Context: an optimization exercise on an open-source flow, tuned for small area, a short achievable clock period and few clock cycles per item. The choices shown serve that exercise and are no tape-out recipe.
In this exercise RTL edits were held to simulation tests only and were not proved equivalent to the original.

==> flow/design.v <==
module rsa_row #(parameter K = 0, parameter W = 12) (
    input  [W-1:0]  R, B,
    input  [11:0]   X, TB,
    input           en,
    output [W-1:0]  RO,
    output [11:0]   XO,
    output          qo
);
    localparam WR = W - K;
    localparam WX = 12 - K;
    wire [WR:0]   c;
    wire [WR-1:0] d;
    wire [WX:0]   cx;
    wire [WX-1:0] sx;
    assign c[0]  = 1'b1;
    assign cx[0] = 1'b0;
    genvar j;
    generate for (j = 0; j < WR; j = j + 1) begin : bt
        wire x = R[K+j];
        wire y = ~B[j];
        assign d[j]   = x ^ y ^ c[j];
        assign c[j+1] = (x & y) | (x & c[j]) | (y & c[j]);
    end endgenerate
    wire q = en & c[WR];
    wire [WX-1:0] tb = TB[WX-1:0] & {WX{q}};
    generate for (j = 0; j < WX; j = j + 1) begin : bx
        wire x = X[K+j];
        wire y = tb[j];
        assign sx[j]   = x ^ y ^ cx[j];
        assign cx[j+1] = (x & y) | (x & cx[j]) | (y & cx[j]);
    end endgenerate
    assign qo = q;
    generate if (K == 0) begin : k0
        assign RO = q ? d : R;
        assign XO = sx;
    end else begin : kn
        assign RO = {q ? d : R[W-1:K], R[K-1:0]};
        assign XO = {sx, X[K-1:0]};
    end endgenerate
endmodule
module rsa_key #(parameter WIDTH = 6) (
    input                    clk,
    input                    rst_n,
    input                    in_valid,
    output                   in_ready,
    input  [WIDTH-1:0]       IN_P,
    input  [WIDTH-1:0]       IN_Q,
    input  [WIDTH*2-1:0]     IN_E,
    output reg               out_valid,
    output reg [WIDTH*2-1:0] OUT_N,
    output reg [WIDTH*2-1:0] OUT_D
);
assign in_ready = 1'b1;
reg v0;
reg [5:0] p0, q0;
reg [11:0] e0;
always @(posedge clk or negedge rst_n)
    if (~rst_n) v0 <= 1'b0; else v0 <= in_valid;
always @(posedge clk) begin p0 <= IN_P; q0 <= IN_Q; e0 <= IN_E; end
wire [11:0] c_N  = p0 * q0;
wire [11:0] c_Eu = (c_N - {6'd0, p0}) - ({6'd0, q0} - 12'd1);
wire [11:0] c_A0 = c_Eu[11] ? -c_Eu : c_Eu;
wire [11:0] c_B0 = e0[11] ? -e0 : e0;
wire        c_sp0 = ~(c_Eu[11] ^ e0[11]);
wire [11:0] c1_Bw = c_B0;
wire [11:0] c2_A;
wire [11:0] c3_X;
rsa_row #(.K(11), .W(12)) u_d0_k11 (.R(c_A0), .B(c1_Bw), .X(12'd0), .TB(12'd1), .en((|c_B0 & ~|c1_Bw[11:1])), .RO(c2_A), .XO(c3_X), .qo());
wire [11:0] c4_Bw = c_B0;
wire [11:0] c5_A;
wire [11:0] c6_X;
rsa_row #(.K(10), .W(12)) u_d0_k10 (.R(c2_A), .B(c4_Bw), .X(c3_X), .TB(12'd1), .en((|c_B0 & ~|c4_Bw[11:2])), .RO(c5_A), .XO(c6_X), .qo());
wire [11:0] c7_Bw = c_B0;
wire [11:0] c8_A;
wire [11:0] c9_X;
rsa_row #(.K(9), .W(12)) u_d0_k9 (.R(c5_A), .B(c7_Bw), .X(c6_X), .TB(12'd1), .en((|c_B0 & ~|c7_Bw[11:3])), .RO(c8_A), .XO(c9_X), .qo());
wire [11:0] c10_Bw = c_B0;
wire [11:0] c11_A;
wire [11:0] c12_X;
rsa_row #(.K(8), .W(12)) u_d0_k8 (.R(c8_A), .B(c10_Bw), .X(c9_X), .TB(12'd1), .en((|c_B0 & ~|c10_Bw[11:4])), .RO(c11_A), .XO(c12_X), .qo());
wire [11:0] c13_Bw = c_B0;
wire [11:0] c14_A;
wire [11:0] c15_X;
rsa_row #(.K(7), .W(12)) u_d0_k7 (.R(c11_A), .B(c13_Bw), .X(c12_X), .TB(12'd1), .en((|c_B0 & ~|c13_Bw[11:5])), .RO(c14_A), .XO(c15_X), .qo());
wire [11:0] c16_Bw = c_B0;
wire [11:0] c17_A;
wire [11:0] c18_X;
rsa_row #(.K(6), .W(12)) u_d0_k6 (.R(c14_A), .B(c16_Bw), .X(c15_X), .TB(12'd1), .en((|c_B0 & ~|c16_Bw[11:6])), .RO(c17_A), .XO(c18_X), .qo());
wire [11:0] c19_Bw = c_B0;
wire [11:0] c20_A;
wire [11:0] c21_X;
rsa_row #(.K(5), .W(12)) u_d0_k5 (.R(c17_A), .B(c19_Bw), .X(c18_X), .TB(12'd1), .en((|c_B0 & ~|c19_Bw[11:7])), .RO(c20_A), .XO(c21_X), .qo());
wire [11:0] c22_Bw = c_B0;
wire [11:0] c23_A;
wire [11:0] c24_X;
rsa_row #(.K(4), .W(12)) u_d0_k4 (.R(c20_A), .B(c22_Bw), .X(c21_X), .TB(12'd1), .en((|c_B0 & ~|c22_Bw[11:8])), .RO(c23_A), .XO(c24_X), .qo());
wire [11:0] c25_Bw = c_B0;
wire [11:0] c26_A;
wire [11:0] c27_X;
rsa_row #(.K(3), .W(12)) u_d0_k3 (.R(c23_A), .B(c25_Bw), .X(c24_X), .TB(12'd1), .en((|c_B0 & ~|c25_Bw[11:9])), .RO(c26_A), .XO(c27_X), .qo());
wire [11:0] c28_Bw = c_B0;
wire [11:0] c29_A;
wire [11:0] c30_X;
rsa_row #(.K(2), .W(12)) u_d0_k2 (.R(c26_A), .B(c28_Bw), .X(c27_X), .TB(12'd1), .en((|c_B0 & ~|c28_Bw[11:10])), .RO(c29_A), .XO(c30_X), .qo());
wire [11:0] c31_Bw = c_B0;
wire [11:0] c32_A;
wire [11:0] c33_X;
rsa_row #(.K(1), .W(12)) u_d0_k1 (.R(c29_A), .B(c31_Bw), .X(c30_X), .TB(12'd1), .en((|c_B0 & ~|c31_Bw[11:11])), .RO(c32_A), .XO(c33_X), .qo());
wire [11:0] c34_Bw = c_B0;
wire [11:0] c35_A;
wire [11:0] c36_X;
rsa_row #(.K(0), .W(12)) u_d0_k0 (.R(c32_A), .B(c34_Bw), .X(c33_X), .TB(12'd1), .en((|c_B0)), .RO(c35_A), .XO(c36_X), .qo());
wire c37_bnz = |c_B0;
wire [11:0] c38_A = c_B0;
wire [10:0] c39_B = c37_bnz ? c35_A[10:0] : 11'd0;
wire [11:0] c40_X = c37_bnz ? 12'd1 : c36_X;
wire [11:0] c41_TB = c36_X;
wire c42_par = c37_bnz ? ~1'b0 : 1'b0;
reg v1;
always @(posedge clk or negedge rst_n)
    if (~rst_n) v1 <= 1'b0; else v1 <= v0;
reg [11:0] s1_A;
always @(posedge clk) s1_A <= c38_A;
reg [10:0] s1_B;
always @(posedge clk) s1_B <= c39_B;
reg [11:0] s1_X;
always @(posedge clk) s1_X <= c40_X;
reg [11:0] s1_TB;
always @(posedge clk) s1_TB <= c41_TB;
reg s1_par;
always @(posedge clk) s1_par <= c42_par;
reg s1_sp;
always @(posedge clk) s1_sp <= c_sp0;
reg [11:0] s1_Eu;
always @(posedge clk) s1_Eu <= c_Eu;
reg [11:0] s1_N;
always @(posedge clk) s1_N <= c_N;
wire [11:0] c43_Bw = s1_B;
wire [11:0] c44_A;
wire [11:0] c45_X;
rsa_row #(.K(11), .W(12)) u_d1_k11 (.R(s1_A), .B(c43_Bw), .X(s1_X), .TB(s1_TB), .en((|s1_B & ~|c43_Bw[11:1])), .RO(c44_A), .XO(c45_X), .qo());
wire [11:0] c46_Bw = s1_B;
wire [11:0] c47_A;
wire [11:0] c48_X;
rsa_row #(.K(10), .W(12)) u_d1_k10 (.R(c44_A), .B(c46_Bw), .X(c45_X), .TB(s1_TB), .en((|s1_B & ~|c46_Bw[11:2])), .RO(c47_A), .XO(c48_X), .qo());
wire [11:0] c49_Bw = s1_B;
wire [11:0] c50_A;
wire [11:0] c51_X;
rsa_row #(.K(9), .W(12)) u_d1_k9 (.R(c47_A), .B(c49_Bw), .X(c48_X), .TB(s1_TB), .en((|s1_B & ~|c49_Bw[11:3])), .RO(c50_A), .XO(c51_X), .qo());
wire [11:0] c52_Bw = s1_B;
wire [11:0] c53_A;
wire [11:0] c54_X;
rsa_row #(.K(8), .W(12)) u_d1_k8 (.R(c50_A), .B(c52_Bw), .X(c51_X), .TB(s1_TB), .en((|s1_B & ~|c52_Bw[11:4])), .RO(c53_A), .XO(c54_X), .qo());
wire [11:0] c55_Bw = s1_B;
wire [11:0] c56_A;
wire [11:0] c57_X;
rsa_row #(.K(7), .W(12)) u_d1_k7 (.R(c53_A), .B(c55_Bw), .X(c54_X), .TB(s1_TB), .en((|s1_B & ~|c55_Bw[11:5])), .RO(c56_A), .XO(c57_X), .qo());
wire [11:0] c58_Bw = s1_B;
wire [11:0] c59_A;
wire [11:0] c60_X;
rsa_row #(.K(6), .W(12)) u_d1_k6 (.R(c56_A), .B(c58_Bw), .X(c57_X), .TB(s1_TB), .en((|s1_B & ~|c58_Bw[11:6])), .RO(c59_A), .XO(c60_X), .qo());
wire [11:0] c61_Bw = s1_B;
wire [11:0] c62_A;
wire [11:0] c63_X;
rsa_row #(.K(5), .W(12)) u_d1_k5 (.R(c59_A), .B(c61_Bw), .X(c60_X), .TB(s1_TB), .en((|s1_B & ~|c61_Bw[11:7])), .RO(c62_A), .XO(c63_X), .qo());
wire [11:0] c64_Bw = s1_B;
wire [11:0] c65_A;
wire [11:0] c66_X;
rsa_row #(.K(4), .W(12)) u_d1_k4 (.R(c62_A), .B(c64_Bw), .X(c63_X), .TB(s1_TB), .en((|s1_B & ~|c64_Bw[11:8])), .RO(c65_A), .XO(c66_X), .qo());
wire [11:0] c67_Bw = s1_B;
wire [11:0] c68_A;
wire [11:0] c69_X;
rsa_row #(.K(3), .W(12)) u_d1_k3 (.R(c65_A), .B(c67_Bw), .X(c66_X), .TB(s1_TB), .en((|s1_B & ~|c67_Bw[11:9])), .RO(c68_A), .XO(c69_X), .qo());
wire [11:0] c70_Bw = s1_B;
wire [11:0] c71_A;
wire [11:0] c72_X;
rsa_row #(.K(2), .W(12)) u_d1_k2 (.R(c68_A), .B(c70_Bw), .X(c69_X), .TB(s1_TB), .en((|s1_B & ~|c70_Bw[11:10])), .RO(c71_A), .XO(c72_X), .qo());
wire [11:0] c73_Bw = s1_B;
wire [11:0] c74_A;
wire [11:0] c75_X;
rsa_row #(.K(1), .W(12)) u_d1_k1 (.R(c71_A), .B(c73_Bw), .X(c72_X), .TB(s1_TB), .en((|s1_B & ~|c73_Bw[11:11])), .RO(c74_A), .XO(c75_X), .qo());
wire [11:0] c76_Bw = s1_B;
wire [11:0] c77_A;
wire [11:0] c78_X;
rsa_row #(.K(0), .W(12)) u_d1_k0 (.R(c74_A), .B(c76_Bw), .X(c75_X), .TB(s1_TB), .en((|s1_B)), .RO(c77_A), .XO(c78_X), .qo());
wire c79_bnz = |s1_B;
wire [10:0] c80_A = s1_B;
wire [9:0] c81_B = c79_bnz ? c77_A[9:0] : 10'd0;
wire [11:0] c82_X = c79_bnz ? s1_TB : c78_X;
wire [11:0] c83_TB = c78_X;
wire c84_par = c79_bnz ? ~s1_par : s1_par;
reg v2;
always @(posedge clk or negedge rst_n)
    if (~rst_n) v2 <= 1'b0; else v2 <= v1;
reg [10:0] s2_A;
always @(posedge clk) s2_A <= c80_A;
reg [9:0] s2_B;
always @(posedge clk) s2_B <= c81_B;
reg [11:0] s2_X;
always @(posedge clk) s2_X <= c82_X;
reg [11:0] s2_TB;
always @(posedge clk) s2_TB <= c83_TB;
reg s2_par;
always @(posedge clk) s2_par <= c84_par;
reg s2_sp;
always @(posedge clk) s2_sp <= s1_sp;
reg [11:0] s2_Eu;
always @(posedge clk) s2_Eu <= s1_Eu;
reg [11:0] s2_N;
always @(posedge clk) s2_N <= s1_N;
wire [10:0] c85_Bw = s2_B;
wire [10:0] c86_A;
wire [11:0] c87_X;
rsa_row #(.K(10), .W(11)) u_d2_k10 (.R(s2_A), .B(c85_Bw), .X(s2_X), .TB(s2_TB), .en((|s2_B & ~|c85_Bw[10:1])), .RO(c86_A), .XO(c87_X), .qo());
wire [10:0] c88_Bw = s2_B;
wire [10:0] c89_A;
wire [11:0] c90_X;
rsa_row #(.K(9), .W(11)) u_d2_k9 (.R(c86_A), .B(c88_Bw), .X(c87_X), .TB(s2_TB), .en((|s2_B & ~|c88_Bw[10:2])), .RO(c89_A), .XO(c90_X), .qo());
wire [10:0] c91_Bw = s2_B;
wire [10:0] c92_A;
wire [11:0] c93_X;
rsa_row #(.K(8), .W(11)) u_d2_k8 (.R(c89_A), .B(c91_Bw), .X(c90_X), .TB(s2_TB), .en((|s2_B & ~|c91_Bw[10:3])), .RO(c92_A), .XO(c93_X), .qo());
wire [10:0] c94_Bw = s2_B;
wire [10:0] c95_A;
wire [11:0] c96_X;
rsa_row #(.K(7), .W(11)) u_d2_k7 (.R(c92_A), .B(c94_Bw), .X(c93_X), .TB(s2_TB), .en((|s2_B & ~|c94_Bw[10:4])), .RO(c95_A), .XO(c96_X), .qo());
wire [10:0] c97_Bw = s2_B;
wire [10:0] c98_A;
wire [11:0] c99_X;
rsa_row #(.K(6), .W(11)) u_d2_k6 (.R(c95_A), .B(c97_Bw), .X(c96_X), .TB(s2_TB), .en((|s2_B & ~|c97_Bw[10:5])), .RO(c98_A), .XO(c99_X), .qo());
wire [10:0] c100_Bw = s2_B;
wire [10:0] c101_A;
wire [11:0] c102_X;
rsa_row #(.K(5), .W(11)) u_d2_k5 (.R(c98_A), .B(c100_Bw), .X(c99_X), .TB(s2_TB), .en((|s2_B & ~|c100_Bw[10:6])), .RO(c101_A), .XO(c102_X), .qo());
wire [10:0] c103_Bw = s2_B;
wire [10:0] c104_A;
wire [11:0] c105_X;
rsa_row #(.K(4), .W(11)) u_d2_k4 (.R(c101_A), .B(c103_Bw), .X(c102_X), .TB(s2_TB), .en((|s2_B & ~|c103_Bw[10:7])), .RO(c104_A), .XO(c105_X), .qo());
wire [10:0] c106_Bw = s2_B;
wire [10:0] c107_A;
wire [11:0] c108_X;
rsa_row #(.K(3), .W(11)) u_d2_k3 (.R(c104_A), .B(c106_Bw), .X(c105_X), .TB(s2_TB), .en((|s2_B & ~|c106_Bw[10:8])), .RO(c107_A), .XO(c108_X), .qo());
wire [10:0] c109_Bw = s2_B;
wire [10:0] c110_A;
wire [11:0] c111_X;
rsa_row #(.K(2), .W(11)) u_d2_k2 (.R(c107_A), .B(c109_Bw), .X(c108_X), .TB(s2_TB), .en((|s2_B & ~|c109_Bw[10:9])), .RO(c110_A), .XO(c111_X), .qo());
wire [10:0] c112_Bw = s2_B;
wire [10:0] c113_A;
wire [11:0] c114_X;
rsa_row #(.K(1), .W(11)) u_d2_k1 (.R(c110_A), .B(c112_Bw), .X(c111_X), .TB(s2_TB), .en((|s2_B & ~|c112_Bw[10:10])), .RO(c113_A), .XO(c114_X), .qo());
wire [10:0] c115_Bw = s2_B;
wire [10:0] c116_A;
wire [11:0] c117_X;
rsa_row #(.K(0), .W(11)) u_d2_k0 (.R(c113_A), .B(c115_Bw), .X(c114_X), .TB(s2_TB), .en((|s2_B)), .RO(c116_A), .XO(c117_X), .qo());
wire c118_bnz = |s2_B;
wire [9:0] c119_A = s2_B;
wire [9:0] c120_B = c118_bnz ? c116_A[9:0] : 10'd0;
wire [11:0] c121_X = c118_bnz ? s2_TB : c117_X;
wire [11:0] c122_TB = c117_X;
wire c123_par = c118_bnz ? ~s2_par : s2_par;
wire [9:0] c124_Bw = c120_B;
wire [9:0] c125_A;
wire [11:0] c126_X;
rsa_row #(.K(9), .W(10)) u_d3_k9 (.R(c119_A), .B(c124_Bw), .X(c121_X), .TB(c122_TB), .en((|c120_B & ~|c124_Bw[9:1])), .RO(c125_A), .XO(c126_X), .qo());
wire [9:0] c127_Bw = c120_B;
wire [9:0] c128_A;
wire [11:0] c129_X;
rsa_row #(.K(8), .W(10)) u_d3_k8 (.R(c125_A), .B(c127_Bw), .X(c126_X), .TB(c122_TB), .en((|c120_B & ~|c127_Bw[9:2])), .RO(c128_A), .XO(c129_X), .qo());
wire [9:0] c130_Bw = c120_B;
wire [9:0] c131_A;
wire [11:0] c132_X;
rsa_row #(.K(7), .W(10)) u_d3_k7 (.R(c128_A), .B(c130_Bw), .X(c129_X), .TB(c122_TB), .en((|c120_B & ~|c130_Bw[9:3])), .RO(c131_A), .XO(c132_X), .qo());
reg v3;
always @(posedge clk or negedge rst_n)
    if (~rst_n) v3 <= 1'b0; else v3 <= v2;
reg [9:0] s3_A;
always @(posedge clk) s3_A <= c131_A;
reg [9:0] s3_B;
always @(posedge clk) s3_B <= c120_B;
reg [11:0] s3_X;
always @(posedge clk) s3_X <= c132_X;
reg [11:0] s3_TB;
always @(posedge clk) s3_TB <= c122_TB;
reg s3_par;
always @(posedge clk) s3_par <= c123_par;
reg s3_sp;
always @(posedge clk) s3_sp <= s2_sp;
reg [11:0] s3_Eu;
always @(posedge clk) s3_Eu <= s2_Eu;
reg [11:0] s3_N;
always @(posedge clk) s3_N <= s2_N;
wire [9:0] c133_Bw = s3_B;
wire [9:0] c134_A;
wire [11:0] c135_X;
rsa_row #(.K(6), .W(10)) u_d3_k6 (.R(s3_A), .B(c133_Bw), .X(s3_X), .TB(s3_TB), .en((|s3_B & ~|c133_Bw[9:4])), .RO(c134_A), .XO(c135_X), .qo());
wire [9:0] c136_Bw = s3_B;
wire [9:0] c137_A;
wire [11:0] c138_X;
rsa_row #(.K(5), .W(10)) u_d3_k5 (.R(c134_A), .B(c136_Bw), .X(c135_X), .TB(s3_TB), .en((|s3_B & ~|c136_Bw[9:5])), .RO(c137_A), .XO(c138_X), .qo());
wire [9:0] c139_Bw = s3_B;
wire [9:0] c140_A;
wire [11:0] c141_X;
rsa_row #(.K(4), .W(10)) u_d3_k4 (.R(c137_A), .B(c139_Bw), .X(c138_X), .TB(s3_TB), .en((|s3_B & ~|c139_Bw[9:6])), .RO(c140_A), .XO(c141_X), .qo());
wire [9:0] c142_Bw = s3_B;
wire [9:0] c143_A;
wire [11:0] c144_X;
rsa_row #(.K(3), .W(10)) u_d3_k3 (.R(c140_A), .B(c142_Bw), .X(c141_X), .TB(s3_TB), .en((|s3_B & ~|c142_Bw[9:7])), .RO(c143_A), .XO(c144_X), .qo());
wire [9:0] c145_Bw = s3_B;
wire [9:0] c146_A;
wire [11:0] c147_X;
rsa_row #(.K(2), .W(10)) u_d3_k2 (.R(c143_A), .B(c145_Bw), .X(c144_X), .TB(s3_TB), .en((|s3_B & ~|c145_Bw[9:8])), .RO(c146_A), .XO(c147_X), .qo());
wire [9:0] c148_Bw = s3_B;
wire [9:0] c149_A;
wire [11:0] c150_X;
rsa_row #(.K(1), .W(10)) u_d3_k1 (.R(c146_A), .B(c148_Bw), .X(c147_X), .TB(s3_TB), .en((|s3_B & ~|c148_Bw[9:9])), .RO(c149_A), .XO(c150_X), .qo());
wire [9:0] c151_Bw = s3_B;
wire [9:0] c152_A;
wire [11:0] c153_X;
rsa_row #(.K(0), .W(10)) u_d3_k0 (.R(c149_A), .B(c151_Bw), .X(c150_X), .TB(s3_TB), .en((|s3_B)), .RO(c152_A), .XO(c153_X), .qo());
wire c154_bnz = |s3_B;
wire [9:0] c155_A = s3_B;
wire [8:0] c156_B = c154_bnz ? c152_A[8:0] : 9'd0;
wire [11:0] c157_X = c154_bnz ? s3_TB : c153_X;
wire [11:0] c158_TB = c153_X;
wire c159_par = c154_bnz ? ~s3_par : s3_par;
wire [9:0] c160_Bw = c156_B;
wire [9:0] c161_A;
wire [11:0] c162_X;
rsa_row #(.K(9), .W(10)) u_d4_k9 (.R(c155_A), .B(c160_Bw), .X(c157_X), .TB(c158_TB), .en((|c156_B & ~|c160_Bw[9:1])), .RO(c161_A), .XO(c162_X), .qo());
wire [9:0] c163_Bw = c156_B;
wire [9:0] c164_A;
wire [11:0] c165_X;
rsa_row #(.K(8), .W(10)) u_d4_k8 (.R(c161_A), .B(c163_Bw), .X(c162_X), .TB(c158_TB), .en((|c156_B & ~|c163_Bw[9:2])), .RO(c164_A), .XO(c165_X), .qo());
wire [9:0] c166_Bw = c156_B;
wire [9:0] c167_A;
wire [11:0] c168_X;
rsa_row #(.K(7), .W(10)) u_d4_k7 (.R(c164_A), .B(c166_Bw), .X(c165_X), .TB(c158_TB), .en((|c156_B & ~|c166_Bw[9:3])), .RO(c167_A), .XO(c168_X), .qo());
wire [9:0] c169_Bw = c156_B;
wire [9:0] c170_A;
wire [11:0] c171_X;
rsa_row #(.K(6), .W(10)) u_d4_k6 (.R(c167_A), .B(c169_Bw), .X(c168_X), .TB(c158_TB), .en((|c156_B & ~|c169_Bw[9:4])), .RO(c170_A), .XO(c171_X), .qo());
wire [9:0] c172_Bw = c156_B;
wire [9:0] c173_A;
wire [11:0] c174_X;
rsa_row #(.K(5), .W(10)) u_d4_k5 (.R(c170_A), .B(c172_Bw), .X(c171_X), .TB(c158_TB), .en((|c156_B & ~|c172_Bw[9:5])), .RO(c173_A), .XO(c174_X), .qo());
wire [9:0] c175_Bw = c156_B;
wire [9:0] c176_A;
wire [11:0] c177_X;
rsa_row #(.K(4), .W(10)) u_d4_k4 (.R(c173_A), .B(c175_Bw), .X(c174_X), .TB(c158_TB), .en((|c156_B & ~|c175_Bw[9:6])), .RO(c176_A), .XO(c177_X), .qo());
wire [9:0] c178_Bw = c156_B;
wire [9:0] c179_A;
wire [11:0] c180_X;
rsa_row #(.K(3), .W(10)) u_d4_k3 (.R(c176_A), .B(c178_Bw), .X(c177_X), .TB(c158_TB), .en((|c156_B & ~|c178_Bw[9:7])), .RO(c179_A), .XO(c180_X), .qo());
reg v4;
always @(posedge clk or negedge rst_n)
    if (~rst_n) v4 <= 1'b0; else v4 <= v3;
reg [9:0] s4_A;
always @(posedge clk) s4_A <= c179_A;
reg [8:0] s4_B;
always @(posedge clk) s4_B <= c156_B;
reg [11:0] s4_X;
always @(posedge clk) s4_X <= c180_X;
reg [11:0] s4_TB;
always @(posedge clk) s4_TB <= c158_TB;
reg s4_par;
always @(posedge clk) s4_par <= c159_par;
reg s4_sp;
always @(posedge clk) s4_sp <= s3_sp;
reg [11:0] s4_Eu;
always @(posedge clk) s4_Eu <= s3_Eu;
reg [11:0] s4_N;
always @(posedge clk) s4_N <= s3_N;
wire [9:0] c181_Bw = s4_B;
wire [9:0] c182_A;
wire [11:0] c183_X;
rsa_row #(.K(2), .W(10)) u_d4_k2 (.R(s4_A), .B(c181_Bw), .X(s4_X), .TB(s4_TB), .en((|s4_B & ~|c181_Bw[9:8])), .RO(c182_A), .XO(c183_X), .qo());
wire [9:0] c184_Bw = s4_B;
wire [9:0] c185_A;
wire [11:0] c186_X;
rsa_row #(.K(1), .W(10)) u_d4_k1 (.R(c182_A), .B(c184_Bw), .X(c183_X), .TB(s4_TB), .en((|s4_B & ~|c184_Bw[9:9])), .RO(c185_A), .XO(c186_X), .qo());
wire [9:0] c187_Bw = s4_B;
wire [9:0] c188_A;
wire [11:0] c189_X;
rsa_row #(.K(0), .W(10)) u_d4_k0 (.R(c185_A), .B(c187_Bw), .X(c186_X), .TB(s4_TB), .en((|s4_B)), .RO(c188_A), .XO(c189_X), .qo());
wire c190_bnz = |s4_B;
wire [8:0] c191_A = s4_B;
wire [8:0] c192_B = c190_bnz ? c188_A[8:0] : 9'd0;
wire [11:0] c193_X = c190_bnz ? s4_TB : c189_X;
wire [11:0] c194_TB = c189_X;
wire c195_par = c190_bnz ? ~s4_par : s4_par;
wire [8:0] c196_Bw = c192_B;
wire [8:0] c197_A;
wire [11:0] c198_X;
rsa_row #(.K(8), .W(9)) u_d5_k8 (.R(c191_A), .B(c196_Bw), .X(c193_X), .TB(c194_TB), .en((|c192_B & ~|c196_Bw[8:1])), .RO(c197_A), .XO(c198_X), .qo());
wire [8:0] c199_Bw = c192_B;
wire [8:0] c200_A;
wire [11:0] c201_X;
rsa_row #(.K(7), .W(9)) u_d5_k7 (.R(c197_A), .B(c199_Bw), .X(c198_X), .TB(c194_TB), .en((|c192_B & ~|c199_Bw[8:2])), .RO(c200_A), .XO(c201_X), .qo());
wire [8:0] c202_Bw = c192_B;
wire [8:0] c203_A;
wire [11:0] c204_X;
rsa_row #(.K(6), .W(9)) u_d5_k6 (.R(c200_A), .B(c202_Bw), .X(c201_X), .TB(c194_TB), .en((|c192_B & ~|c202_Bw[8:3])), .RO(c203_A), .XO(c204_X), .qo());
wire [8:0] c205_Bw = c192_B;
wire [8:0] c206_A;
wire [11:0] c207_X;
rsa_row #(.K(5), .W(9)) u_d5_k5 (.R(c203_A), .B(c205_Bw), .X(c204_X), .TB(c194_TB), .en((|c192_B & ~|c205_Bw[8:4])), .RO(c206_A), .XO(c207_X), .qo());
wire [8:0] c208_Bw = c192_B;
wire [8:0] c209_A;
wire [11:0] c210_X;
rsa_row #(.K(4), .W(9)) u_d5_k4 (.R(c206_A), .B(c208_Bw), .X(c207_X), .TB(c194_TB), .en((|c192_B & ~|c208_Bw[8:5])), .RO(c209_A), .XO(c210_X), .qo());
wire [8:0] c211_Bw = c192_B;
wire [8:0] c212_A;
wire [11:0] c213_X;
rsa_row #(.K(3), .W(9)) u_d5_k3 (.R(c209_A), .B(c211_Bw), .X(c210_X), .TB(c194_TB), .en((|c192_B & ~|c211_Bw[8:6])), .RO(c212_A), .XO(c213_X), .qo());
wire [8:0] c214_Bw = c192_B;
wire [8:0] c215_A;
wire [11:0] c216_X;
rsa_row #(.K(2), .W(9)) u_d5_k2 (.R(c212_A), .B(c214_Bw), .X(c213_X), .TB(c194_TB), .en((|c192_B & ~|c214_Bw[8:7])), .RO(c215_A), .XO(c216_X), .qo());
wire [8:0] c217_Bw = c192_B;
wire [8:0] c218_A;
wire [11:0] c219_X;
rsa_row #(.K(1), .W(9)) u_d5_k1 (.R(c215_A), .B(c217_Bw), .X(c216_X), .TB(c194_TB), .en((|c192_B & ~|c217_Bw[8:8])), .RO(c218_A), .XO(c219_X), .qo());
wire [8:0] c220_Bw = c192_B;
wire [8:0] c221_A;
wire [11:0] c222_X;
rsa_row #(.K(0), .W(9)) u_d5_k0 (.R(c218_A), .B(c220_Bw), .X(c219_X), .TB(c194_TB), .en((|c192_B)), .RO(c221_A), .XO(c222_X), .qo());
wire c223_bnz = |c192_B;
wire [8:0] c224_A = c192_B;
wire [7:0] c225_B = c223_bnz ? c221_A[7:0] : 8'd0;
wire [11:0] c226_X = c223_bnz ? c194_TB : c222_X;
wire [11:0] c227_TB = c222_X;
wire c228_par = c223_bnz ? ~c195_par : c195_par;
wire f_z = ~|c225_B;
wire [11:0] f_u = f_z ? c226_X : c227_TB;
wire f_neg = s4_sp & ~(f_z ? c228_par : ~c228_par);
wire [11:0] f_ans = f_neg ? -f_u : f_u;
wire [11:0] f_Eu = s4_Eu;
wire [11:0] f_D = f_ans[11] ? f_ans + f_Eu : (f_ans > f_Eu) ? f_ans - f_Eu : f_ans;
always @(posedge clk or negedge rst_n)
    if (~rst_n) out_valid <= 1'b0; else out_valid <= v4;
always @(posedge clk) begin OUT_N <= s4_N; OUT_D <= f_D; end
endmodule
==> flow/run.sh <==
#!/bin/bash
# synth_recipe.tcl (not shown) runs the flow's synth.tcl, then flattens the netlist and writes it again
# the make line also repeats each setting of config.mk as NAME=value (left out here)
make -C /OpenROAD-flow-scripts/flow DESIGN_CONFIG=/design/flow/config.mk WORK_HOME=/design/flow/orfs CLKGATE_MAP_FILE= SYNTH_SCRIPT=/design/flow/synth_recipe.tcl finish
==> flow/config.mk <==
export PLATFORM = sky130hd
export DESIGN_NAME = rsa_key
export DESIGN_NICKNAME = rsa_key
export VERILOG_FILES = /design/flow/design.v
export SDC_FILE = /design/flow/constraint.sdc
export NUM_CORES = 4
export LEC_CHECK = 0
export ABC_AREA = 1
export CAP_MARGIN = 20
export CORE_MARGIN = 2
export CORE_UTILIZATION = 40
export SLEW_MARGIN = 20
==> flow/constraint.sdc <==
create_clock -name core_clock -period 210.0 [get_ports {clk}]
set_input_delay 42.0000 -clock core_clock [delete_from_list [all_inputs] [get_ports {clk}]]
set_output_delay 42.0000 -clock core_clock [all_outputs]
set_load 0.01 [all_outputs]
==> flow_summary.toml, run 1 <==
[final_layout]
final_common_cell = "nand2_1"
final_layout_size_suffix_gt1_share_pct = 4.803
nNetsFinal = 4965
finalInstanceArea_um2 = 37800
diodes = 0
area_growth_pct = 8.598
post-route-util_pct = 43.71
layout_common_cells = "nand2_1 (870), inv_1 (740), fa_1 (601), nor2_1 (449), dfxtp_1 (331)"

[setup_path]
path_class = "reg2out"
crit_path_max_incr_delay_ps = 530
cp_data_required_time_ps = 168000
start_kind = "flop"
path_delay_family = "buffers and inverters"
path_buf_inv = 1
critPathSlowestCell = "clkdlybuf4s50_1"
worstPathArrival_ps = 1410
path_cells = "clkdlybuf4s50_1"
cp-end-kind = "output port"
path_max_fanout = 1

[yosys]
synth_edf_count = 0
netlist_instances = 4121
yosysTopAreaCell = "fa_1"
syn_area_um2 = 34810
ys_types = 60
synth_top_cell_area_share_pct = 34.56
synth_seq_cells = 337
ys_top_cells_by_area = "fa_1 (35%), dfxtp_1 (19%), nand2_1 (9.4%)"
async_flop_share_pct = 1.780
yosysSeqAreaShare_pct = 19.47
avgSynthCellArea_um2 = 8.447
synth_ff_type = "dfxtp_1"
yosys_warnings = 1

[clocking]
cts_resized = 0
path_clk_slew_ps = 60
cts-root-buf = "clkbuf_16"
cts_hold_buffers = 0
cts.htree.levels = 2
clock_sinks = 337
cts_buffer_depth = 3
clk_latency_ps = 570
tritoncts = "done"
cts_setup_buffers = 0
cts_made_buffers = 38

[floorplanning]
die_h_um = 299
num_rows = 108
core_area_um2 = 86480
ios = 53
floorplan.initialDensity_pct = 40.25
die_area_um2 = 89400
fp.dieW_um = 299

[hold_path]
hold_path_class = "reg2reg"

[sta]
max_freq_mhz = 23.04
drv_slew = 0
finalSetupTns_ps = 0
grt_setup_unrepaired = "no"
slew_headroom_pct = 35.96
fin_skew_ps = 29.27
finalCritPeriodShare_pct = 20.67
fin_crit_ps = 43410
setup_viol = 0
hold_violations = 0
setup_ws_ps = 166590
tightestPinTransition_ps = 959.3

[placed_design]
place_congestion = 0.8480
place_area_um2 = 36550
place_ws_ps = 167170
portBuffers = 51
hpwl_um = 64990

[routing]
drc_errors = 0
vias_per_cell = 4.712
drtIter0Drc = 1146
ant_nets = 0
drt_pass1_iterations = 5
post_drt_wl_per_cell_um = 14.32
vias = 25161
wl_um = 76490

[global_routing]
antenna_found_initial = 1
grt_start_max_net_pins = 41
grt_pass1_vias = 26276
global_route.overflow_total = 0
grt_pass1_wl_um = 133200
grt_usage_pct = 18.17

[job]
maxCapViolCount = 0

[outcome]
status = "no timing/DRC/antenna violations"
[synth_stat cells, types with 3 or more instances]
cell type / instances
xor2_1: 118
nor3_1: 23
buf_2: 10
o211ai_1: 6
ha_1: 181
o21ai_2: 4
xnor2_1: 38
buf_4: 5
buf_1: 7
o21bai_1: 12
inv_2: 17
o21ai_1: 11
nand4_1: 16
clkinv_1: 14
nor2_2: 6
clkbuf_1: 58
mux2i_1: 31
o31ai_1: 4
nor3_2: 3
a31oi_1: 57
nand3_2: 18
buf_6: 4
nor4_1: 10
nand3_1: 172
nand3b_1: 7
dfxtp_1: 331
nand3_4: 4
and2_1: 30
nand2_1: 870
nand2_2: 19
a21oi_1: 43
nor2_4: 7
inv_1: 740
dfrtp_1: 6
nand2_4: 5
fa_1: 601
or2_1: 5
nor2_1: 449
o21ai_0: 126
or2_2: 27
[cells by family after synthesis]
family / Yosys count / share of synthesized area (%)
xor gates and xnor gates: 157 / 3.972
adders and majority gates: 782 / 41.07
buffers and inverters: 858 / 9.486
and+or+nand+nor: 1676 / 20.53
DFF: 337 / 19.47
other: 2 / 0.02157
muxes: 31 / 0.8914
AOI/OAI and AO/OA: 278 / 4.561
[path summary, 6_finish.rpt]
check / startpoint / to / slack (ps) / cells past startpoint
max: OUT_D[9] / OUT_D[9] / 166590 / 1
min: s3_Eu[9] / s4_Eu[9] / 320 / 0
max reg2reg: s1_B[4] / s2_TB[11] / 169200 / 126
min reg2reg: s3_Eu[9] / s4_Eu[9] / 320 / 0
max in group asynchronous: rst_n / v0 / 168120 / 1
min in group asynchronous: rst_n / v1 / 41680 / 1
[stage by stage]
stage / hold slack, ps / cells
floorplan: 309.6 / 4131
global route: 328.2 / 5340
finish: 320.3 / 5340
detailed placement: 312.1 / 5271
CTS: 321.5 / 5340
global placement: 309.9 / 5271
[layer usage]
| layer | global-route usage [%] | share of wire, % |
|---|---|---|
| met1 | 24.66 | 46 |
| met2 | 31.30 | 49 |
| met3 | 1.868 | 3.3 |
| met4 | 4.095 | 2.1 |
| met5 | 0 | 0 |
[cell type report]
| type | count | area (µm²) |
|---|---|---|
| clock buffers | 49 | 1042 |
| clock inverters | 20 | 211.5 |
| fillers | 8627 | 48680 |
| inverters | 773 | 2905 |
| multi-input cells | 2936 | 24770 |
| flip-flops and latches | 337 | 6777 |
| well taps | 1155 | 1445 |
| repair buffers | 70 | 653.1 |
Testbench counts, summed over its fixed seeds: cycles 2,448, items 2,400.
==> run 2: changes to the inputs <==
--- a/flow/config.mk
+++ b/flow/config.mk
@@ -5,7 +5,6 @@
 export SDC_FILE = /design/flow/constraint.sdc
 export NUM_CORES = 4
 export LEC_CHECK = 0
-export ABC_AREA = 1
 export CAP_MARGIN = 20
 export CORE_MARGIN = 2
 export CORE_UTILIZATION = 40
==> run 2 against run 1 <==
  * Still clean on timing, DRC and antenna
  * Sequential share of layout area fell by 0.86 points
  * Sequential cell count is the same
  * Maximum frequency about the same
  * Area after synthesis increased by 4.5%
  * Via count is 2.8% higher
==> flow_summary.toml, run 2 <==
[clocking]
cts_buffer_depth = 3
cts-root-buf = "clkbuf_16"
cts_setup_buffers = 0
cts_hold_buffers = 0
clock_sinks = 337
cts_made_buffers = 39
cts_resized = 0
tritoncts = "done"
cts.htree.levels = 2
clk_latency_ps = 580
path_clk_slew_ps = 60

[sta]
finalCritPeriodShare_pct = 20.68
fin_crit_ps = 43420
hold_violations = 0
slew_headroom_pct = 26.88
grt_setup_unrepaired = "no"
fin_skew_ps = 43.14
finalSetupTns_ps = 0
tightestPinTransition_ps = 1087
drv_slew = 0
setup_viol = 0
max_freq_mhz = 23.03
holdWs_ps = 308.1

[setup_path]
worstPathArrival_ps = 1420
path_buf_inv = 1
startpoint = "OUT_D[10]"
cp-end-kind = "output port"
path_delay_family = "buffers and inverters"
cp_data_required_time_ps = 168000
start_kind = "flop"
path_cells = "clkdlybuf4s50_1"
path_class = "reg2out"
path_max_fanout = 1
critPathSlowestCell = "clkdlybuf4s50_1"
r2r-start = "s4_B[0]"
crit_path_max_incr_delay_ps = 540

[final_layout]
layout_common_cells = "fa_1 (601), inv_1 (540), nand2_1 (376), dfxtp_1 (331), nor2_1 (266)"
nFillCells = 8809
post-route-util_pct = 44.12
multi_input_area_um2 = 27150
final_layout_size_suffix_gt1_share_pct = 7.269
diodes = 0
nNetsFinal = 4676
regArea_um2 = 6777
final_common_cell = "fa_1"
area_growth_pct = 9.204

[global_routing]
grt_busiest_layer = "met2"
met1_usage_pct = 25.76
grt_pass1_vias = 26642
grt_start_max_net_pins = 42
use_met3_pct = 2.628
global_route.overflow_total = 0
met2_usage_pct = 31.89
antenna_found_initial = 3
grt_usage_pct = 19.14
grt_pass1_wl_um = 143900

[job]
maxCapViolCount = 0

[floorplanning]
ios = 53
floorplan.initialDensity_pct = 40.40
core_area_um2 = 90010
die_area_um2 = 93340
num_rows = 110
fp.dieW_um = 305.5
die_h_um = 305.5

[placed_design]
portBuffers = 51
place_congestion = 0.9047
hpwl_um = 71240

[outcome]
status = "no timing/DRC/antenna violations"

[yosys]
yosys_warnings = 1
synth_edf_count = 0
yosysTopAreaCell = "fa_1"
ys_top_cells_by_area = "fa_1 (33%), dfxtp_1 (18%), ha_1 (6.2%)"
netlist_instances = 3841
synth.most_common_cell = "fa_1"
synth_ff_type = "dfxtp_1"
yosysSeqAreaShare_pct = 18.64
synth_top_cell_area_share_pct = 33.09
ys_types = 103
synth_seq_cells = 337
yosys-top-cells-count = "fa_1 (601), inv_1 (540), nand2_1 (376), dfxtp_1 (331), nor2_1 (266)"
syn_area_um2 = 36360
avgSynthCellArea_um2 = 9.467
async_flop_share_pct = 1.780

[routing]
drt_pass1_iterations = 5
ant_nets = 0
post_drt_wl_per_cell_um = 17.07
vias_per_cell = 5.104
drc_errors = 0
drtIter0Drc = 1576
vias = 25874
wl_um = 86510

[hold_path]
hp-start = "s3_Eu[3]"
hold_path_class = "reg2reg"
-- run 2: cell types whose count changed after synthesis, sizes merged, moves of 42 or more --
cell and delta:
a21oi +70, and2 +186, clkbuf +58, inv -216
mux2 +92, mux2i +48, nand2 -518, nand3 -161
nor2 -195, nor3 +42, o21ai -47, xnor2 +93
xor2 -88
-- run 2: final timing paths --
kind                            cells after the start  slack [ps]   endpoint
worst min register to register                      0         310   s4_Eu[3]
worst max register to register                    134      167490   OUT_D[9]
min in group asynchronous                           1       41670         v3
worst min-delay path                                0         310   s4_Eu[3]
worst max-delay path                                1      166580  OUT_D[10]
max in group asynchronous                           1      168100         v0
-- run 2: logic make-up (layout without fill, tap and decap cells) --
group / after synthesis / in the layout / synth area share [%]
and+or+nand+nor: 1210 / 1210 / 16.51
other: 2 / 12 / 0.02065
muxes: 171 / 171 / 5.044
xor gates and xnor gates: 164 / 164 / 4.029
AOI/OAI and AO/OA: 499 / 499 / 9.435
adders and majority gates: 782 / 782 / 39.31
buffers and inverters: 676 / 718 / 7.009
DFF: 337 / 337 / 18.64
-- run 2: routing by layer --
layer  part of all wire, %  vias up
met5                     0        -
met4                   3.3        0
met3                   3.9      131
met2                    48      451
met1                    45    12799
li1                      -    12493
-- run 2: final cells by class --
cell class,count,share of cell area [%]
Clock buffer,45,2.615
Multi-Input combinational cell,2838,68.37
Tap cell,1176,3.705
Inverter,547,5.170
Clock inverter,22,0.7845
Sequential cell,337,17.06
Timing Repair Buffer,104,2.287
-- run 2: stage by stage --
stage | cells | setup slack (ps) | cell area (µm²)
after CTS | 5069 | 166520 | 39700
final | 5069 | 166580 | 39710
after detailed placement | 5002 | 167160 | 38350
after global routing | 5069 | 165240 | 39710
after global placement | 5002 | 167160 | 38340
after floorplan | 3851 | 167620 | 36400
-- run 2: worst reg2reg max path: cells and delay by family (launching register included) --
kind                       cells  cell delay, ps
xor gates and xnor gates       6            1190
AOI/OAI and AO/OA             22            5070
DFF                            1             500
muxes                          6            1830
buffers and inverters         12            1270
adders and majority gates     70           27090
and+or+nand+nor               18            5390
==> run 3: changes to the inputs <==
--- a/flow/config.mk
+++ b/flow/config.mk
@@ -5,7 +5,10 @@
 export SDC_FILE = /design/flow/constraint.sdc
 export NUM_CORES = 4
 export LEC_CHECK = 0
+export ABC_AREA = 1
 export CAP_MARGIN = 20
 export CORE_MARGIN = 2
 export CORE_UTILIZATION = 40
+export CTS_BUF_LIST = sky130_fd_sc_hd__clkbuf_4
+export CTS_CLUSTER_SIZE = 50
 export SLEW_MARGIN = 20
==> run 3 against run 2 <==
  * Clock skew is 31 ps higher
  * Synthesized cell count is 7.3% higher
  * Critical path type unchanged
  * Register-to-register slack better by 1600 ps
  * Final area is 4.9% lower
  * Highest routed layer unchanged
  * Via count is 1.3% lower
==> flow_summary.toml, run 3 <==
[sta]
hold_violations = 0
setup_viol = 0
fin_skew_ps = 74.45
slew_headroom_pct = 36.67
grt_setup_unrepaired = "no"
finalCritPeriodShare_pct = 20.81
finalSetupTns_ps = 0
tightestPinTransition_ps = 948.6
max_freq_mhz = 22.88
setup_ws_ps = 166290
fin_crit_ps = 43710
drv_slew = 0

[routing]
drtIter0Drc = 1077
drt_pass1_iterations = 5
wl_um = 77010
vias_per_cell = 4.699
post_drt_wl_per_cell_um = 14.17
ant_nets = 0
vias = 25538
drc_errors = 0

[final_layout]
final_layout_size_suffix_gt1_share_pct = 6.497
nFillCells = 8703
regArea_um2 = 6777
nNetsFinal = 5016
layout_common_cells = "nand2_1 (870), inv_1 (740), fa_1 (601), nor2_1 (449), dfxtp_1 (331)"
area_growth_pct = 8.469
post-route-util_pct = 43.66
final_common_cell = "nand2_1"
multi_input_area_um2 = 24770
finalInstanceArea_um2 = 37760

[yosys]
ys_top_cells_by_area = "fa_1 (35%), dfxtp_1 (19%), nand2_1 (9.4%)"
synthMuxAreaShare_pct = 0.8914
yosysTopAreaCell = "fa_1"
synth-adder-area-share_pct = 41.07
synth_top_cell_area_share_pct = 34.56
synth_edf_count = 0
synth_seq_cells = 337
synth.most_common_cell = "nand2_1"
syn_area_um2 = 34810
yosys.area_share.simple_pct = 20.53
synth_top_family_by_area = "adder cells"
ys_types = 60
yosys_warnings = 1
synthXorXnorAreaFrac_pct = 3.972
synth_ff_type = "dfxtp_1"
synth_compound_area_share_pct = 4.561
netlist_instances = 4121
yosysSeqAreaShare_pct = 19.47
avgSynthCellArea_um2 = 8.447
async_flop_share_pct = 1.780
yosys-top-cells-count = "nand2_1 (870), inv_1 (740), fa_1 (601), nor2_1 (449), dfxtp_1 (331)"

[setup_path]
critPathCapture = "OUT_D[1]"
r2r-start = "s1_B[4]"
start_kind = "flop"
worstPathArrival_ps = 1710
path_class = "reg2out"
regToRegEndpoint = "s2_X[11]"
path_depth = 1
cp_data_required_time_ps = 168000
critPathSlowestCell = "clkdlybuf4s50_1"
cp-end-kind = "output port"
r2r_slack_ps = 169080
path_delay_family = "buffers and inverters"
path_buf_inv = 1
crit_path_max_incr_delay_ps = 530
reg2reg_depth = 126
path_max_fanout = 1
path_cells = "clkdlybuf4s50_1"
startpoint = "OUT_D[1]"

[clocking]
cts-root-buf = "clkbuf_4"
cts_hold_buffers = 0
path_clk_slew_ps = 60
clock_sinks = 337
cts_setup_buffers = 0
cts_resized = 0
cts.htree.levels = 3
cts_buffer_depth = 3
cts_made_buffers = 89
tritoncts = "done"
clk_latency_ps = 890

[floorplanning]
die_h_um = 299
core_area_um2 = 86480
die_area_um2 = 89400
ios = 53
floorplan.initialDensity_pct = 40.25
fp.dieW_um = 299
num_rows = 108

[global_routing]
grt_usage_pct = 18.38
global_route.overflow_total = 0
grt_start_max_net_pins = 41
grt_pass1_vias = 26766
antenna_found_initial = 2
grt_pass1_wl_um = 134100

[outcome]
status = "no timing/DRC/antenna violations"

[placed_design]
place_area_um2 = 36550
portBuffers = 51
place_congestion = 0.8480
hpwl_um = 64990
place_ws_ps = 167170

[job]
maxCapViolCount = 0

[hold_path]
hold_path_class = "reg2reg"
==> run 3: cell families (layout without fill, tap and decap cells) <==
kind of cell             Yosys count  count (layout)
flip-flops                       337             337
buffers and inverters            858            1006
AND/OR/NAND/NOR                 1676            1676
AO/OA/AOI/OAI                    278             278
multiplexers                      31              31
adder cells (fa/ha/maj)          782             782
XOR/XNOR                         157             157
other                              2              13
==> run 3: per-layer routing <==
layer,vias up,GRT usage (%),part of all wire (%)
met5,-,0,0
met2,376,31.33,49
li1,12674,-,-
met3,105,2.465,3.6
met1,12383,24.45,45
met4,0,5.143,2.3
==> run 3: layout make-up <==
| cell class | count | share of cell area, % |
|---|---|---|
| Antenna cell | 1 | 0.006628 |
| Clock buffer | 122 | 2.426 |
| Clock inverter | 41 | 0.7688 |
| Inverter | 773 | 7.695 |
| Multi-Input combinational cell | 2936 | 65.60 |
| Sequential cell | 337 | 17.95 |
| Tap cell | 1155 | 3.827 |
| Timing Repair Buffer | 70 | 1.730 |
==> run 3: how the worst min path moves through the flow <==
stage                     startpoint        to  cells past startpoint
after floorplan              s4_N[0]  OUT_N[0]                      0
after global placement       s1_N[0]   s2_N[0]                      0
after detailed placement    s1_Eu[1]  s2_Eu[1]                      0
after CTS                   s3_N[10]  s4_N[10]                      0
after global routing        s1_Eu[7]  s2_Eu[7]                      0
final                        s4_N[8]  OUT_N[8]                      0
==> run 3: metrics by stage <==
step | cells | hold slack [ps]
floorplan | 4131 | 309.6
global placement | 5271 | 309.9
detailed placement | 5271 | 312.1
CTS | 5434 | 283.1
global route | 5435 | 290.1
finish | 5435 | 300.9

[port drivers added, routing unchanged]
The flow's constraints put no driver on any port. The routed layouts listed below were extracted and timed again, unchanged, in two steps. Step 1, drivers: a clkbuf_16 drives clk and a buf_2 each remaining input, both assumed. Step 2 adds t to the input delays and takes it off the output delays; t is the mean of the earliest and latest rising clock arrival at the registers after step 1. Input paths then give back, and output paths get back, about the clock's delay inside the block. a / b / c = ideal ports / drivers / drivers and shift; a / b = the first two.
| run | shift t [ns] | setup slack, ns | worst setup path after step 2 | worst register clock-pin slew, ns | pins driven straight from the clock port |
|---|---|---|---|---|---|
| run 1 | 0.617 | 166.589 / 166.530 / 167.147 | register to output | 0.07 / 0.07 | 1 |
| run 2 | 0.627 | 166.577 / 166.512 / 167.139 | register to output | 0.07 / 0.07 | 1 |
| run 3 | 0.904 | 166.290 / 166.232 / 167.136 | register to output | 0.08 / 0.08 | 1 |
After both steps every run listed still meets setup and hold.
